Context: an optimization exercise on an open-source flow, tuned for small area. The choices shown serve that exercise and are no tape-out recipe. In this exercise RTL edits were held to simulation tests only and were not proved equivalent to the original. Power is estimated from default activity; no workload was simulated.

[design/flow/run.sh]
#!/bin/bash
# synth_recipe.tcl (not shown) runs the flow's synth.tcl, then flattens the netlist and writes it again
# the make line also repeats each setting of config.mk as NAME=value (left out here)
make -C /OpenROAD-flow-scripts/flow DESIGN_CONFIG=/design/flow/config.mk WORK_HOME=/design/flow/orfs CLKGATE_MAP_FILE= SYNTH_SCRIPT=/design/flow/synth_recipe.tcl finish
[design/flow/design.v]
module debounce #(
    parameter counter_size = 19    
) (
    input  wire clk,       
    input  wire rst,       
    input  wire button,    
    output reg  result     
);
    reg [1:0]            flipflops;     
    reg [counter_size:0] counter_out;   
    wire counter_set = flipflops[0] ^ flipflops[1];   
    always @(posedge clk) begin
        if (rst) begin
            flipflops   <= 2'b00;
            counter_out <= {(counter_size+1){1'b0}};
            result      <= 1'b0;
        end else begin
            flipflops[0] <= button;
            flipflops[1] <= flipflops[0];
            if (counter_set)                     
                counter_out <= {(counter_size+1){1'b0}};
            else if (!counter_out[counter_size])  
                counter_out <= counter_out + 1'b1;
            else                                 
                result <= flipflops[1];
        end
    end
endmodule
module ps2_keyboard #(
    parameter clk_freq              = 50_000_000,  
    parameter debounce_counter_size = 8            
) (
    input  wire       clk,           
    input  wire       rst,           
    input  wire       ps2_clk,       
    input  wire       ps2_data,      
    output reg        ps2_code_new,  
    output reg  [7:0] ps2_code       
);
    localparam IDLE_MAX = clk_freq / 18_000;
    reg  [1:0]  sync_ffs;         
    wire        ps2_clk_int;      
    wire        ps2_data_int;     
    reg         ps2_clk_int_d;    
    reg  [10:0] ps2_word;         
    wire        error;            
    reg  [$clog2(IDLE_MAX+1)-1:0] count_idle;  
    always @(posedge clk) begin
        if (rst) begin
            sync_ffs <= 2'b00;
        end else begin
            sync_ffs[0] <= ps2_clk;    
            sync_ffs[1] <= ps2_data;   
        end
    end
    debounce #(.counter_size(debounce_counter_size)) debounce_ps2_clk (
        .clk(clk), .rst(rst), .button(sync_ffs[0]), .result(ps2_clk_int));
    debounce #(.counter_size(debounce_counter_size)) debounce_ps2_data (
        .clk(clk), .rst(rst), .button(sync_ffs[1]), .result(ps2_data_int));
    always @(posedge clk) begin
        if (rst) begin
            ps2_clk_int_d <= 1'b0;
            ps2_word      <= 11'd0;
        end else begin
            ps2_clk_int_d <= ps2_clk_int;
            if (ps2_clk_int_d && !ps2_clk_int)
                ps2_word <= {ps2_data_int, ps2_word[10:1]};   
        end
    end
    assign error = ~(~ps2_word[0] & ps2_word[10] & (^ps2_word[9:1]));
    always @(posedge clk) begin
        if (rst) begin
            count_idle   <= 0;
            ps2_code_new <= 1'b0;
            ps2_code     <= 8'd0;
        end else begin
            if (!ps2_clk_int)                    
                count_idle <= 0;                 
            else if (count_idle != IDLE_MAX)     
                count_idle <= count_idle + 1'b1;  
            if (count_idle == IDLE_MAX && !error) begin  
                ps2_code_new <= 1'b1;                  
                ps2_code     <= ps2_word[8:1];         
            end else begin                            
                ps2_code_new <= 1'b0;                  
            end
        end
    end
endmodule
module ps2_keyboard_to_ascii #(
    parameter clk_freq                  = 50_000_000,  
    parameter ps2_debounce_counter_size = 8            
) (
    input  wire       clk,         
    input  wire       rst,         
    input  wire       ps2_clk,     
    input  wire       ps2_data,    
    output reg        ascii_new,   
    output reg  [6:0] ascii_code   
);
    localparam [2:0] S_READY = 3'd0, S_NEW_CODE = 3'd1, S_TRANSLATE = 3'd2, S_OUTPUT = 3'd3,
                     S_WAIT1 = 3'd4, S_WAIT2 = 3'd5, S_WAIT3 = 3'd6, S_WAIT4 = 3'd7;
    reg  [2:0] state;               
    wire       ps2_code_new;        
    wire [7:0] ps2_code;            
    reg        prev_ps2_code_new;   
    reg        break_code;          
    reg        e0_code;             
    reg        caps_lock;           
    reg        control_r;           
    reg        control_l;           
    reg        shift_r;             
    reg        shift_l;             
    reg  [7:0] ascii;               
    ps2_keyboard #(.clk_freq(clk_freq), .debounce_counter_size(ps2_debounce_counter_size)) ps2_keyboard_0 (
        .clk(clk), .rst(rst), .ps2_clk(ps2_clk), .ps2_data(ps2_data),
        .ps2_code_new(ps2_code_new), .ps2_code(ps2_code));
    always @(posedge clk) begin
        if (rst) begin
            state             <= S_READY;
            prev_ps2_code_new <= 1'b1;
            break_code        <= 1'b0;
            e0_code           <= 1'b0;
            caps_lock         <= 1'b0;
            control_r         <= 1'b0;
            control_l         <= 1'b0;
            shift_r           <= 1'b0;
            shift_l           <= 1'b0;
            ascii             <= 8'hFF;
            ascii_new         <= 1'b0;
            ascii_code        <= 7'd0;
        end else begin
            prev_ps2_code_new <= ps2_code_new;  
            case (state)
            S_READY: begin
                ascii_new <= 1'b0;
                if (!prev_ps2_code_new && ps2_code_new)  
                    state <= S_NEW_CODE;                 
                else                                     
                    state <= S_READY;                    
            end
            S_NEW_CODE: begin
                if (ps2_code == 8'hF0) begin         
                    break_code <= 1'b1;              
                    state      <= S_READY;           
                end else if (ps2_code == 8'hE0) begin  
                    e0_code <= 1'b1;                 
                    state   <= S_READY;              
                end else begin                       
                    ascii[7] <= 1'b1;                
                    state    <= S_TRANSLATE;         
                end
            end
            S_TRANSLATE: begin
                break_code <= 1'b0;   
                e0_code    <= 1'b0;   
                case (ps2_code)
                8'h58: if (!break_code) caps_lock <= ~caps_lock;   
                8'h14: if (e0_code) control_r <= ~break_code;      
                       else         control_l <= ~break_code;      
                8'h12: shift_l <= ~break_code;                     
                8'h59: shift_r <= ~break_code;                     
                default: ;
                endcase
                if (control_l || control_r) begin
                    case (ps2_code)
                    8'h1E: ascii <= 8'h00;  
                    8'h1C: ascii <= 8'h01;  
                    8'h32: ascii <= 8'h02;  
                    8'h21: ascii <= 8'h03;  
                    8'h23: ascii <= 8'h04;  
                    8'h24: ascii <= 8'h05;  
                    8'h2B: ascii <= 8'h06;  
                    8'h34: ascii <= 8'h07;  
                    8'h33: ascii <= 8'h08;  
                    8'h43: ascii <= 8'h09;  
                    8'h3B: ascii <= 8'h0A;  
                    8'h42: ascii <= 8'h0B;  
                    8'h4B: ascii <= 8'h0C;  
                    8'h3A: ascii <= 8'h0D;  
                    8'h31: ascii <= 8'h0E;  
                    8'h44: ascii <= 8'h0F;  
                    8'h4D: ascii <= 8'h10;  
                    8'h15: ascii <= 8'h11;  
                    8'h2D: ascii <= 8'h12;  
                    8'h1B: ascii <= 8'h13;  
                    8'h2C: ascii <= 8'h14;  
                    8'h3C: ascii <= 8'h15;  
                    8'h2A: ascii <= 8'h16;  
                    8'h1D: ascii <= 8'h17;  
                    8'h22: ascii <= 8'h18;  
                    8'h35: ascii <= 8'h19;  
                    8'h1A: ascii <= 8'h1A;  
                    8'h54: ascii <= 8'h1B;  
                    8'h5D: ascii <= 8'h1C;  
                    8'h5B: ascii <= 8'h1D;  
                    8'h36: ascii <= 8'h1E;  
                    8'h4E: ascii <= 8'h1F;  
                    8'h4A: ascii <= 8'h7F;  
                    default: ;
                    endcase
                end else begin
                    case (ps2_code)
                    8'h29: ascii <= 8'h20;  
                    8'h66: ascii <= 8'h08;  
                    8'h0D: ascii <= 8'h09;  
                    8'h5A: ascii <= 8'h0D;  
                    8'h76: ascii <= 8'h1B;  
                    8'h71: if (e0_code) ascii <= 8'h7F;  
                    default: ;
                    endcase
                    if ((!shift_r && !shift_l && !caps_lock) ||
                        ((shift_r || shift_l) && caps_lock)) begin  
                        case (ps2_code)
                        8'h1C: ascii <= 8'h41;  
                        8'h32: ascii <= 8'h42;  
                        8'h21: ascii <= 8'h43;  
                        8'h23: ascii <= 8'h44;  
                        8'h24: ascii <= 8'h45;  
                        8'h2B: ascii <= 8'h46;  
                        8'h34: ascii <= 8'h47;  
                        8'h33: ascii <= 8'h48;  
                        8'h43: ascii <= 8'h49;  
                        8'h3B: ascii <= 8'h4A;  
                        8'h42: ascii <= 8'h4B;  
                        8'h4B: ascii <= 8'h4C;  
                        8'h3A: ascii <= 8'h4D;  
                        8'h31: ascii <= 8'h4E;  
                        8'h44: ascii <= 8'h4F;  
                        8'h4D: ascii <= 8'h50;  
                        8'h15: ascii <= 8'h51;  
                        8'h2D: ascii <= 8'h52;  
                        8'h1B: ascii <= 8'h53;  
                        8'h2C: ascii <= 8'h54;  
                        8'h3C: ascii <= 8'h55;  
                        8'h2A: ascii <= 8'h56;  
                        8'h1D: ascii <= 8'h57;  
                        8'h22: ascii <= 8'h58;  
                        8'h35: ascii <= 8'h59;  
                        8'h1A: ascii <= 8'h5A;  
                        default: ;
                        endcase
                    end else begin                                   
                        case (ps2_code)
                        8'h1C: ascii <= 8'h41;  
                        8'h32: ascii <= 8'h42;  
                        8'h21: ascii <= 8'h43;  
                        8'h23: ascii <= 8'h44;  
                        8'h24: ascii <= 8'h45;  
                        8'h2B: ascii <= 8'h46;  
                        8'h34: ascii <= 8'h47;  
                        8'h33: ascii <= 8'h48;  
                        8'h43: ascii <= 8'h49;  
                        8'h3B: ascii <= 8'h4A;  
                        8'h42: ascii <= 8'h4B;  
                        8'h4B: ascii <= 8'h4C;  
                        8'h3A: ascii <= 8'h4D;  
                        8'h31: ascii <= 8'h4E;  
                        8'h44: ascii <= 8'h4F;  
                        8'h4D: ascii <= 8'h50;  
                        8'h15: ascii <= 8'h51;  
                        8'h2D: ascii <= 8'h52;  
                        8'h1B: ascii <= 8'h53;  
                        8'h2C: ascii <= 8'h54;  
                        8'h3C: ascii <= 8'h55;  
                        8'h2A: ascii <= 8'h56;  
                        8'h1D: ascii <= 8'h57;  
                        8'h22: ascii <= 8'h58;  
                        8'h35: ascii <= 8'h59;  
                        8'h1A: ascii <= 8'h5A;  
                        default: ;
                        endcase
                    end
                    if (shift_l || shift_r) begin   
                        case (ps2_code)
                        8'h16: ascii <= 8'h21;  
                        8'h52: ascii <= 8'h22;  
                        8'h26: ascii <= 8'h23;  
                        8'h25: ascii <= 8'h24;  
                        8'h2E: ascii <= 8'h25;  
                        8'h3D: ascii <= 8'h26;  
                        8'h46: ascii <= 8'h28;  
                        8'h45: ascii <= 8'h29;  
                        8'h3E: ascii <= 8'h2A;  
                        8'h55: ascii <= 8'h2B;  
                        8'h4C: ascii <= 8'h3A;  
                        8'h41: ascii <= 8'h3C;  
                        8'h49: ascii <= 8'h3E;  
                        8'h4A: ascii <= 8'h3F;  
                        8'h1E: ascii <= 8'h40;  
                        8'h36: ascii <= 8'h5E;  
                        8'h4E: ascii <= 8'h5F;  
                        8'h54: ascii <= 8'h7B;  
                        8'h5D: ascii <= 8'h7C;  
                        8'h5B: ascii <= 8'h7D;  
                        8'h0E: ascii <= 8'h7E;  
                        default: ;
                        endcase
                    end else begin                  
                        case (ps2_code)
                        8'h45: ascii <= 8'h30;  
                        8'h16: ascii <= 8'h31;  
                        8'h1E: ascii <= 8'h32;  
                        8'h26: ascii <= 8'h33;  
                        8'h25: ascii <= 8'h34;  
                        8'h2E: ascii <= 8'h35;  
                        8'h36: ascii <= 8'h36;  
                        8'h3D: ascii <= 8'h37;  
                        8'h3E: ascii <= 8'h38;  
                        8'h46: ascii <= 8'h39;  
                        8'h52: ascii <= 8'h27;  
                        8'h41: ascii <= 8'h2C;  
                        8'h4E: ascii <= 8'h2D;  
                        8'h49: ascii <= 8'h2E;  
                        8'h4A: ascii <= 8'h2F;  
                        8'h4C: ascii <= 8'h3B;  
                        8'h55: ascii <= 8'h3D;  
                        8'h54: ascii <= 8'h5B;  
                        8'h5D: ascii <= 8'h5C;  
                        8'h5B: ascii <= 8'h5D;  
                        8'h0E: ascii <= 8'h60;  
                        default: ;
                        endcase
                    end
                end
                if (!break_code)        
                    state <= S_OUTPUT;  
                else                    
                    state <= S_READY;   
            end
            S_OUTPUT: begin
                if (!ascii[7]) begin           
                    ascii_new  <= 1'b1;        
                    ascii_code <= ascii[6:0];  
                end
                state <= S_WAIT1;
            end
            S_WAIT1: state <= S_WAIT2;
            S_WAIT2: state <= S_WAIT3;
            S_WAIT3: state <= S_WAIT4;
            S_WAIT4: state <= S_READY;
            default: state <= S_READY;
            endcase
        end
    end
endmodule
module top_ps2(input wire clk, input wire rst, input wire ps2_clk, input wire ps2_data,
           output wire ascii_new, output wire [6:0] ascii_code);
    ps2_keyboard_to_ascii ps2ascii  (.clk(clk), .rst(rst), .ps2_clk(ps2_clk),
                               .ps2_data(ps2_data), .ascii_code(ascii_code),
                               .ascii_new(ascii_new)) ;
endmodule
[design/flow/constraint.sdc]
create_clock -name core_clock -period 20.0 [get_ports {clk}]
set_input_delay 4.0000 -clock core_clock [delete_from_list [all_inputs] [get_ports {clk}]]
set_output_delay 4.0000 -clock core_clock [all_outputs]
set_load 0.01 [all_outputs]
[design/flow/config.mk]
export PLATFORM = sky130hd
export DESIGN_NAME = top_ps2
export DESIGN_NICKNAME = top_ps2
export VERILOG_FILES = /design/flow/design.v
export SDC_FILE = /design/flow/constraint.sdc
export NUM_CORES = 4
export LEC_CHECK = 0
export CAP_MARGIN = 20
export CORE_MARGIN = 2
export CORE_UTILIZATION = 40
export PLACE_DENSITY = 0.6
export SLEW_MARGIN = 20
==> results by group <==
Route
  • Initial DRC count: ~340
  • Total Wirelength: around 13000 um
  • Via count: approximately 4700
  • Remaining DRCs: 0
  • Drt first pass iters: 5
  • WL/cell: ~16 um
  • Routed vias/inst: 5.81
  • ANT nets after route: 0

Power
  • Static Leak: 1.98 nW
  • PwrDens: around 63 nW/um2
  • Maximum vdd drop: approximately 0.061 mV

Placement
  • Dpl cells: between 700 and 800
  • Post-Place Worst Slack: 14430 ps
  • GP Congestion: approximately 0.96
  • I/O Buffers: 11
  • Final HPWL DP: between 9000 and 10000 um

Timing
  • Hold Violations, Final: 0
  • Final setup fails: 0
  • Final Skew: about 10 ps
  • RSZ-0062 raised after global routing: no
  • Final TNS setup: 0 ps
  • Period utilization: 26.1%
  • Worst setup margin: about 15000 ps
  • Relative slew slack: ~33%
  • Pins Over Slew Limit: 0
  • Fmax: approximately 0.19 GHz
  • Tmin final: about 5200 ps
  • Slew @ Worst Pin: between 1000 and 1500 ps

Layout
  • Antenna Cells: 0
  • # fillers: 1292
  • Cell Count, Final, Fillers Out: a little over 800
  • Layout cells sized above 1: ~7.5%
  • Final nets: about 650
  • Synth-to-layout area growth: 10.1%
  • Commonest non-fill, non-tap cells in the layout: 85 x dfxtp_1, 69 x nor2_1, 69 x nand2_1, 46 x a21oi_1, 42 x o21ai_0
  • Most common cell after layout, fill and taps aside: dfxtp_1

Setup path
  • WP depth: 1
  • Cells on worst reg2reg path: 7
  • Kind of cell adding the most delay to the critical path: buffers and inverters
  • R2r setup slk: 16610 ps
  • Worst setup SP type: flop
  • Worst-path maximum fanout: 2
  • Largest stage delay, worst path: 540 ps
  • CP arrival: 1220 ps
  • Slowest CP cell: clkdlybuf4s50_1
  • CP endpoint kind: output pin
  • Cell Chain, Critical Path: clkdlybuf4s50_1
  • Buffers and inverters on the worst path: 1
  • WP data required: between 15000 and 20000 ps
  • Crit path kind: flop to output pin

Status
  • Status: complete, no violations

Synth
  • Post-synth top area cell: dfxtp_1
  • Post-synthesis sequential area ratio: between 30 and 40%
  • Syn_nets: 656
  • Cell Area, Synth: about 5100 um2
  • YS warnings: 3
  • Synth top area cells: dfxtp_1 33%, nand2_1 5.1%, nor2_1 5.1%, a21oi_1 4.5%, o21ai_0 4.1%
  • Synth top area share: 33.5%
  • Cell variety after synth: 70
  • Flop and latch count out of synthesis: between 80 and 90
  • Ys async rst share: 0%
  • Number of flops mapped to enable cells by yosys: 0
  • Syn Inst Count: approximately 650
  • Predominant post-synthesis flop cell: dfxtp_1
  • Syn Area/Cell: around 7.8 um2

Clocking
  • Clk slew on worst S/H paths: 70 ps
  • Largest buffer count on any clock path: 2
  • Post-CTS setup buffers: 0
  • H-tree depth: 3
  • CTS Hold Bufs: 0
  • CTS Root Cell: clkbuf_16
  • Clock Latency Late Sink: roughly 340 ps
  • CTS Buf Count: 9
  • Post-CTS sizing: 0
  • CTS sink count: between 80 and 90
  • CTS tree: done

Die
  • Core area: roughly 13000 um2
  • Die area: ~14000 um2
  • Die H: 117 um
  • I/O Pins: 12
  • Die X: about 120 um
  • Effective utilization at floorplan: 40.6%
  • Num rows: 41

Worst hold path
  • Worst hold path stage count: 1
  • Worst Hold Class: flop to flop

Global routing
  • Total grt overflow: 0
  • Vias in the first global route: between 4000 and 5000
  • Global-route wire length before repair: around 22000 um
  • Total Routing Usage GR: 20.2%
  • Initial antenna violation count: 0
  • Largest net degree at the start of global routing: 59

Flow run
  • Max-Cap Viols: 0
-- cells in the mapped netlist (3+ instances only) --
library cell   n
xnor2_1       17
nor4bb_1       3
xor2_1        17
inv_1         12
buf_1          3
nand3b_1       3
nand2_1       69
or3_1         11
nor2b_1       19
nor4_1         4
o31ai_1        6
or2_2          4
nor4b_2        3
nand2b_1       9
nor2_1        69
mux2i_1       18
nand4_1        7
ha_1           4
and3b_1        3
nor3_1        20
a221o_1        3
a31oi_1        5
and2_1         3
nor3b_1        7
a211oi_1       5
buf_4          5
a21oi_1       46
and3_1         9
o2111ai_1      3
nand3_1       32
nand4bb_1      4
o21ai_0       42
a32oi_1        5
nor4b_1        8
dfxtp_1       85
a311oi_1       3
clkbuf_1      18
and4b_1        3
buf_2         17
o211ai_1       5
-- report_power, final --
part / switching, W / internal (W) / total (W)
clock network: 0.0000717 / 0.000102 / 0.000174
logic: 0.00000371 / 0.00000234 / 0.00000606
registers: 0.00000117 / 0.000171 / 0.000172
total: 0.0000765 / 0.000275 / 0.000352
-- layout make-up --
cell class / count / area [um2] / share of cell area (%)
Clock buffer: 10 / 239 / 4.27
Timing Repair Buffer: 22 / 188 / 3.35
Tap cell: 172 / 215 / 3.85
Clock inverter: 6 / 75.1 / 1.34
Sequential cell: 85 / 1700 / 30.4
Multi-Input combinational cell: 508 / 3130 / 56.0
Inverter: 12 / 45.0 / 0.805
-- final timing paths --
kind	start	to
hold reg to reg	ps2ascii.ps2_keyboard_0.sync_ffs[1]	flop
setup / recovery	ps2ascii.ascii_code[6]	ascii_code[6]
hold / removal	ps2ascii.ps2_keyboard_0.sync_ffs[1]	flop
setup reg to reg	ps2ascii.ps2_keyboard_0.ps2_code[4]	ps2ascii.ascii[3]
-- flip-flops by register name, indices dropped and copies added, names as in the netlist, 3 cells and up --
register,cells
ps2ascii.ps2_keyboard_0.count_idle,12
ps2ascii.ascii_code,7
ps2ascii.ps2_keyboard_0.ps2_word,11
ps2ascii.ps2_keyboard_0.debounce_ps2_data.counter_out,9
ps2ascii.ps2_keyboard_0.debounce_ps2_clk.counter_out,9
ps2ascii.ps2_keyboard_0.ps2_code,8
ps2ascii.state,3
ps2ascii.ascii,8
-- kinds of logic after synthesis --
kind of cell | share of synthesized area, %
compound gates | 18.4
xor+xnor | 5.86
fa+ha+maj | 0.985
buf+inv | 4.85
flops | 33.5
mux | 3.77
simple gates | 32.6
-- metrics by stage --
step	hold slack [ps]	power [W]	utilization (%)	instance area (um2)
final	440	0.000352	44.7	5600
after global placement	421	0.000182	42.2	5280
after detailed placement	431	0.000182	42.2	5280
after floorplan	408	0.000180	-	5080
after global routing	460	0.000365	44.7	5600
after CTS	449	0.000357	44.7	5600
-- layer usage --
layer	track usage, %	vias up	share of wire, %
met5	0	-	0
met4	8.31	0	3.4
met3	4.57	38	5.9
met2	33.2	148	47
met1	25.6	2221	44
li1	-	2325	-

[re-timing with driven ports]
The results above use ideal ports. As a check the final layout listed here was re-extracted and re-timed, cells and wires unchanged.
Step 1 (the two cells are an assumption about what drives the block):
set clk [get_ports {clk}]
set_driving_cell -lib_cell sky130_fd_sc_hd__clkbuf_16 $clk
set_driving_cell -lib_cell sky130_fd_sc_hd__buf_2 [delete_from_list [all_inputs] $clk]
Step 2 also shifts input and output timing later by t, the mid clock arrival at the registers, as if the neighbouring blocks saw the same clock.
Three values: no drivers, after step 1, after step 2; two values: the first two.
shift t [ns]: 0.368
setup WS [ns]: 14.778 / 14.743 / 14.495
worst setup path at the end: input to register
latest minus earliest clock arrival (ns): 0.010 / 0.011
slew at the worst register clock pin (ns): 0.07 / 0.07
After both steps this run still meets setup and hold. For this run, drivers alone change the setup slack by -0.035 ns; drivers and shift together by -0.283 ns.
